Context: an optimization exercise on an open-source flow, tuned for small area. The choices shown serve that exercise and are no tape-out recipe. At most, simulation tests tie the RTL to the original design; equivalence was not proved. Power is estimated from default activity; no workload was simulated.

Setup of lane 1:
Design air_defense_top, start of the top module:
module air_defense_top (
    input  wire         clk,
    input  wire         reset_n,
    input  wire [47:0]  data_in,
    input  wire         data_in_valid,
    output wire         in_ready,
    output wire [15:0]  x_curr,
    output wire [15:0]  y_curr,
    output wire [15:0]  z_curr,
    output wire [15:0]  x_pred,
    output wire [15:0]  y_pred,
    output wire [15:0]  z_pred,
    output wire         track_valid,
    input  wire         track_ready,
    output wire         target_moving,
    output wire         lock_active,
    output wire         fire_pulse
);
    reg         p_valid, p_pass;
    reg  [3:0]  pd_x, pd_y, pd_z;       
    reg         c_valid;
    reg  [3:0]  cd_x, cd_y, cd_z;       
    reg         a_valid;
    reg  [15:0] a_x, a_y, a_z;          
    reg  [2:0]  lock_cnt;               
    reg  [2:0]  st;                     
    reg  [15:0] tmo;
    reg         t_valid;
    reg  [15:0] t_x, t_y, t_z;          
    reg  [15:0] v_x, v_y, v_z;          
    reg  [15:0] q_x, q_y, q_z;          
    reg         win;                    
    reg         mv;                     
    reg         armed, fire;
    wire la = st[2];
    function [2:0] add2(input [1:0] a, input [1:0] b, input ci);
        integer i;
        reg c;
        begin
            c = ci;
            for (i = 0; i < 2; i = i + 1) begin
                add2[i] = a[i] ^ b[i] ^ c;
                c = (a[i] & b[i]) | (c & (a[i] ^ b[i]));
            end
            add2[2] = c;
        end
    endfunction
    function [14:0] add14(input [13:0] a, input [13:0] b, input ci);
        integer i;
        reg c;
        begin
            c = ci;
            for (i = 0; i < 14; i = i + 1) begin
                add14[i] = a[i] ^ b[i] ^ c;
                c = (a[i] & b[i]) | (c & (a[i] ^ b[i]));
            end
            add14[14] = c;
        end
    endfunction
    function [4:0] add4(input [3:0] a, input [3:0] b, input ci);
        integer i;
        reg c;
        begin
            c = ci;
            for (i = 0; i < 4; i = i + 1) begin
                add4[i] = a[i] ^ b[i] ^ c;
                c = (a[i] & b[i]) | (c & (a[i] ^ b[i]));
            end
            add4[4] = c;
        end
    endfunction
    function [5:0] add5(input [4:0] a, input [4:0] b, input ci);
        integer i;
        reg c;
  ...
Settings: LEC_CHECK=0, CAP_MARGIN=20, CORE_MARGIN=2, CORE_UTILIZATION=80, PLACE_DENSITY=0.85, SLEW_MARGIN=20; clock period 6.5 ns.
standard.sh (not shown) runs the stock make flow with config.mk's settings and CLKGATE_MAP_FILE= SYNTH_SCRIPT=/design/flow/synth_recipe.tcl, a recipe that flattens the netlist after the stock synthesis.
==> flow/flow/run.sh <==
#!/bin/bash
# Standard layout (the standard.sh) with smaller port buffers, a clock
# tree without dummy loads.
set -euo pipefail
export BUFFER_PORTS_ARGS="-buffer_cell sky130_fd_sc_hd__buf_1"
export CTS_ARGS="-sink_clustering_enable -repair_clock_nets -dont_use_dummy_load -sink_clustering_size 16 -sink_clustering_max_diameter 45 -buf_list {sky130_fd_sc_hd__clkbuf_8}"

bash standard.sh > standard.log 2>&1
Ran to the end and failed final checks on setup timing: lane 1.
Here is what was changed in the inputs of lane 2 compared with lane 1.
--- a/flow/design.v
+++ b/flow/design.v
@@ -167,36 +167,40 @@
         end
     endfunction
     wire [16:0] dc_x = dcalc(a_x, t_x, cd_x);
     wire [16:0] dc_y = dcalc(a_y, t_y, cd_y);
     wire [16:0] dc_z = dcalc(a_z, t_z, cd_z);
     wire mv_next = dc_x[16] | dc_y[16] | dc_z[16];
     wire [15:0] ad_x = a_valid ? v_x : {{12{cd_x[3]}}, cd_x};
     wire [15:0] ad_y = a_valid ? v_y : {{12{cd_y[3]}}, cd_y};
     wire [15:0] ad_z = a_valid ? v_z : {{12{cd_z[3]}}, cd_z};
-    function [16:0] sadd(input [15:0] a, input [15:0] b);
+    function [15:0] sadd(input [15:0] a, input [15:0] b);
         reg [14:0] lo;
         reg [2:0]  h0, h1;
         begin
             lo = add14(a[13:0], b[13:0], 1'b0);
             h0 = add2(a[15:14], b[15:14], 1'b0);
             h1 = add2(a[15:14], b[15:14], 1'b1);
-            sadd = {lo[14] ? h1 : h0, lo[13:0]};
+            sadd = {lo[14] ? h1[1:0] : h0[1:0], lo[13:0]};
         end
     endfunction
-    wire [16:0] s_x = sadd(a_x, ad_x);
-    wire [16:0] s_y = sadd(a_y, ad_y);
-    wire [16:0] s_z = sadd(a_z, ad_z);
-    function winf(input [15:0] v, input c);
-        winf = ((v[15:2] == 14'd0) & ~c) |
-               ((v[15:2] == 14'h3fff) & (v[1:0] != 2'd0) & c);
+    wire [15:0] s_x = sadd(a_x, ad_x);
+    wire [15:0] s_y = sadd(a_y, ad_y);
+    wire [15:0] s_z = sadd(a_z, ad_z);
+    function winf(input [15:0] a, input [15:0] v);
+        reg c2;
+        begin
+            c2 = (a[1] & v[1]) | ((a[1] | v[1]) & a[0] & v[0]);
+            winf = ((v[15:2] == 14'd0) & ~((a[15:2] == 14'h3fff) & c2)) |
+                   ((v[15:2] == 14'h3fff) & (v[1:0] != 2'd0) & ((a[15:2] != 14'd0) | c2));
+        end
     endfunction
-    wire win_next = winf(v_x, s_x[16]) & winf(v_y, s_y[16]) & winf(v_z, s_z[16]);
+    wire win_next = winf(a_x, v_x) & winf(a_y, v_y) & winf(a_z, v_z);
     wire found   = lock_cnt[2];
     wire locked  = (st == 3'b011) | (st == 3'b100);
     wire timeout = (tmo == 16'h290f);
     wire [15:0] tmo_step = {tmo[14:0], ~(tmo[15] ^ tmo[14] ^ tmo[12] ^ tmo[3])};
     reg [2:0] st_n;
     always @(*) begin
         case (st)
             3'b000:  st_n = found ? 3'b001 : 3'b000;
             3'b001:  st_n = found ? 3'b010 : 3'b000;
@@ -255,42 +259,42 @@
                     cd_x    <= pd_x;
                     cd_y    <= pd_y;
                     cd_z    <= pd_z;
                 end
             end else if (a_take) begin
                 c_valid <= 1'b0;
             end
             if (a_take) begin
                 a_valid <= 1'b1;
-                a_x     <= s_x[15:0];
-                a_y     <= s_y[15:0];
-                a_z     <= s_z[15:0];
+                a_x     <= s_x;
+                a_y     <= s_y;
+                a_z     <= s_z;
                 if (near3) begin
                     if (!lock_cnt[2]) lock_cnt <= lock_cnt + 3'd1;
                 end else begin
                     lock_cnt <= 3'd0;
                 end
             end else if (a_drop) begin
                 a_valid <= 1'b0;
             end
             st  <= st_n;
             tmo <= (locked & ~a_valid) ? tmo_step : 16'd0;
             if (t_take) begin
                 t_valid <= 1'b1;
                 t_x     <= a_x;
                 t_y     <= a_y;
                 t_z     <= a_z;
                 v_x     <= dc_x[15:0];
                 v_y     <= dc_y[15:0];
                 v_z     <= dc_z[15:0];
-                q_x     <= s_x[15:0];
-                q_y     <= s_y[15:0];
-                q_z     <= s_z[15:0];
+                q_x     <= s_x;
+                q_y     <= s_y;
+                q_z     <= s_z;
                 win     <= win_next;
             end else if (t_valid && track_ready) begin
                 t_valid <= 1'b0;
             end
             if (a_take)
                 mv <= mv_next;
             else if (t_take)
                 mv <= 1'b0;
             fire  <= fire_now;
### Flow results
As of lane 2, count of clock-buffer cells in the layout had fallen by a little under 10% compared to lane 1. Looking at critical path arrival across lane 1 and lane 2, the one that comes out lower is lane 2. Every stage of the flow completed for lane 2, and the final layout passed the timing, DRC and antenna checks. Compared with lane 1, in lane 2 relative contribution of the clock network to total power -1.2 points, post-synthesis instance area up 1.7%, pin count of the biggest net entering global routing went up, adder-cell share of the synthesized area decreased 0.79 points, portion of the clock cycle consumed by the worst path in the final layout down 6.6 points. From lane 1 to lane 2 the numbers moved as follows: wire length has decreased, horizontal die dimension picked up an extra 0.82%, count of different cell masters after synthesis now larger. There was hardly any difference in post-layout instance area between lane 2 and lane 1. The critical path depth of lane 2 falls short of that of lane 1 by 3. The setup slack of lane 2 is larger than that of lane 1. The higher proportion of cell area occupied by multi-input gates came out of lane 2.
Function not checked in lane 1: the RTL went through the layout flow alone.

-- separate check: timing with driven ports --
Ports are ideal in the flow. The routed layouts listed here were re-timed in OpenROAD. Step 1, drivers: a clkbuf_16 drives clk and a buf_2 each remaining input, both assumed. Step 2 also shifts input and output timing later by t, the mid clock arrival at the registers, as if the neighbouring blocks saw the same clock. Slacks: ideal ports / drivers / drivers and shift; pairs: ideal ports / drivers.
run	t, ns	slack for setup (ns)	worst hold slack (ns)	worst setup path at the end	pins driven straight from the clock port
lane 1	0.611	-0.237 / -0.237 / -0.237	0.484 / 0.484 / 0.484	register to register	1
lane 2	0.610	0.190 / 0.190 / 0.190	0.481 / 0.481 / 0.481	register to register	1
